From an optimization exercise on the open Yosys and OpenROAD flow, aimed at small area, a short achievable clock period and few clock cycles per item; shortcuts taken in it are not production practice. The RTL was checked by simulation tests, not by an equivalence proof against the original design. Power and IR drop assume default switching activity.

==> flow/design.v (excerpt) <==
module lc4_processor
(input  wire        clk,
 input  wire        rst,
 input  wire        gwe,
 output wire [15:0] o_cur_pc,
 input  wire [15:0] i_cur_insn,
 output wire [15:0] o_dmem_addr,
 input  wire [15:0] i_cur_dmem_data,
 output wire        o_dmem_we,
 output wire [15:0] o_dmem_towrite,
 output wire [1:0]  test_stall,
 output wire [15:0] test_cur_pc,
 output wire [15:0] test_cur_insn,
 output wire        test_regfile_we,
 output wire [2:0]  test_regfile_wsel,
 output wire [15:0] test_regfile_data,
 output wire        test_nzp_we,
 output wire [2:0]  test_nzp_new_bits,
 output wire        test_dmem_we,
 output wire [15:0] test_dmem_addr,
 output wire [15:0] test_dmem_data,
 input  wire [7:0]  switch_data,
 output wire [15:0] seven_segment_data,
 output wire [7:0]  led_data);
   reg  [15:0] pc_f;
   reg         x_v;
   reg  [15:0] x_ir;
   reg  [2:0]  x_r1sel, x_r2sel;
   reg         x_r1re, x_r2re;
   reg         hit_a, hit_b;           
   reg  [7:0]  x_s1, x_s2;             
   reg         m_v;
   reg  [15:0] m_ir, m_pc, m_res, m_sd;
   reg         m_stw;                  
   reg         m_late;                 
   reg         m_mul, m_dfast;
   reg         m_alo;
   reg  [1:0]  m_qhi;
   reg         w_v;
   reg  [15:0] w_ir, w_pc, w_data, w_addr, w_dmd;
   reg         w_we, w_nzp_we, w_st;
   reg  [2:0]  w_wsel, w_nzp;
   reg  [2:0]  nzp;
   reg  [3:0]  d_cnt;
   wire [2:0] f_r1sel, f_r2sel;
   wire       f_r1re, f_r2re;
   lc4_rdecode fdec (.insn(i_cur_insn), .r1sel(f_r1sel), .r1re(f_r1re),
                     .r2sel(f_r2sel), .r2re(f_r2re));
   wire [3:0] op = x_ir[15:12];
   wire is_br    = (op == 4'b0000);
   wire is_jsr   = (op == 4'b0100) &  x_ir[11];
   wire is_jsrr  = (op == 4'b0100) & ~x_ir[11];
   wire is_rti   = (op == 4'b1000);
   wire is_jmpr  = (op == 4'b1100) & ~x_ir[11];
   wire is_jmp   = (op == 4'b1100) &  x_ir[11];
   wire is_trap  = (op == 4'b1111);
   wire is_mul   = (op == 4'b0001) & (x_ir[5:3] == 3'b001);
   wire is_div   = (op == 4'b0001) & (x_ir[5:3] == 3'b011);
   wire is_mod   = (op == 4'b1010) & (x_ir[5:4] == 2'b11);
   wire is_dm    = is_div | is_mod;
   wire is_ctl   = is_jsr | is_jsrr | is_rti | is_jmpr | is_jmp | is_trap;
   wire x_we, x_nzp_we, x_ld, x_st;
   wire [2:0] x_wsel;
   lc4_wdecode xdec (.insn(x_ir), .regfile_we(x_we), .wsel(x_wsel), .nzp_we(x_nzp_we),
  ...
For scale: roughly 3,000 cells after synthesis, ~360 flip-flops, roughly 210 I/O pins, about 29,000 um2 of cells after synthesis.
export LEC_CHECK = 0
export CAP_MARGIN = 20
export CORE_MARGIN = 2
export CORE_UTILIZATION = 55
export CTS_BUF_LIST = sky130_fd_sc_hd__clkbuf_4 sky130_fd_sc_hd__clkbuf_8
export SLEW_MARGIN = 20
create_clock -name core_clock -period 38.0 [get_ports {clk}]
standard.sh (not shown) runs the stock make flow with config.mk's settings and CLKGATE_MAP_FILE= SYNTH_SCRIPT=/design/flow/synth_recipe.tcl, a recipe that flattens the netlist after the stock synthesis.
==> flow/flow/run.sh <==
#!/bin/bash
set -o pipefail
export SETUP_SLACK_MARGIN=${FLOW_MARGIN:-29.2}
export BUFFER_PORTS_ARGS="-buffer_cell sky130_fd_sc_hd__buf_2"
bash standard.sh > standard.log 2>&1
Testbench counts at the start, summed over its fixed seeds: cycles 73,652, instructions 64,000.
Then changed:
--- a/flow/design.v
+++ b/flow/design.v
@@ -613,20 +613,20 @@
    reg  [7:0]  x_s1, x_s2;             
    reg         m_v;
    reg  [15:0] m_ir, m_pc, m_res, m_sd;
    reg         m_stw;                  
    reg         m_late;                 
    reg         m_mul, m_dfast;
    reg         m_alo;
    reg  [1:0]  m_qhi;
    reg         w_v;
-   reg  [15:0] w_ir, w_pc, w_data, w_addr, w_dmd;
-   reg         w_we, w_nzp_we, w_st;
+   reg  [15:0] w_ir, w_pc, w_data, w_addr;
+   reg         w_we, w_nzp_we, w_st, w_mem;
    reg  [2:0]  w_wsel, w_nzp;
    reg  [2:0]  nzp;
    reg  [3:0]  d_cnt;
    wire [2:0] f_r1sel, f_r2sel;
    wire       f_r1re, f_r2re;
    lc4_rdecode fdec (.insn(i_cur_insn), .r1sel(f_r1sel), .r1re(f_r1re),
                      .r2sel(f_r2sel), .r2re(f_r2re));
    wire [3:0] op = x_ir[15:12];
    wire is_br    = (op == 4'b0000);
@@ -773,35 +773,35 @@
             m_sd  <= mul_y;
          end else begin
             m_res <= alu_res;
             m_sd  <= opb;
          end
          w_ir     <= m_ir;
          w_pc     <= m_pc;
          w_data   <= m_st ? m_sd : m_val;
          w_addr   <= (m_ld | m_st) ? m_res : 16'd0;
-         w_dmd    <= m_ld ? i_cur_dmem_data : m_st ? m_sd : 16'd0;
          w_we     <= m_we;
          w_wsel   <= m_wsel;
          w_nzp_we <= m_nzp_we;
          w_st     <= m_st;
+         w_mem    <= m_ld | m_st;
          w_nzp    <= {m_val[15], m_val == 16'd0, ~m_val[15] & (m_val != 16'd0)};
       end
    end
    assign o_cur_pc       = pc_f;
    assign o_dmem_addr    = m_res;
    assign o_dmem_we      = m_stw;
    assign o_dmem_towrite = m_sd;
    assign test_stall        = {~w_v, 1'b0};
    assign test_cur_pc       = w_pc;
    assign test_cur_insn     = w_ir;
    assign test_regfile_we   = w_we;
    assign test_regfile_wsel = w_wsel;
    assign test_regfile_data = w_data;
    assign test_nzp_we       = w_nzp_we;
    assign test_nzp_new_bits = w_nzp;
    assign test_dmem_we      = w_st;
    assign test_dmem_addr    = w_addr;
-   assign test_dmem_data    = w_dmd;
+   assign test_dmem_data    = w_mem ? w_data : 16'd0;
    assign seven_segment_data = 16'h0000;
    assign led_data = 8'h00;
 endmodule
=> Sequential cell count drops by 15; final area is lower by a few percent; routed wire length shrinks slightly; power grows slightly; register-to-register slack degrades by 0.20 ns; non-clock buffer count climbs by 2; clock-buffer cell count drops by 4; synthesized cell count goes down by a few percent; synthesized area goes down by a few percent; critical path depth came out higher by 1; utilization rises by 0.39 points; combinational power climbs by a few percent; clock power is lower by roughly a tenth; global-route usage climbs by 0.64 points.
Testbench counts after the change, summed over its fixed seeds: cycles 73,652, instructions 64,000.

==> port drivers added, routing unchanged <==
How much do the figures lean on ideal ports? The routed layouts below were timed once more, with nothing changed but the port constraints.
Step 1 assumes that a clkbuf_16 drives the clock port and a buf_2 every other input.
Step 2 also shifts input and output timing later by t, the mid clock arrival at the registers, as if the neighbouring blocks saw the same clock.
a / b / c = no drivers / after step 1 / after step 2; a / b = the first two.
run	t, ns	slack for setup (ns)	hold WS [ns]	worst setup path after step 2	worst slew at a driven data input, ns
the first run	0.768	28.912 / 28.848 / 28.410	0.415 / 0.415 / 0.415	input to register	0.06
the second run	0.749	28.803 / 28.743 / 28.516	0.416 / 0.416 / 0.416	input to register	0.05
After both steps setup and hold are still met in every run listed. The setup slack of the first run, which loses most, moves by -0.064 ns with the drivers and by -0.502 ns with both steps.
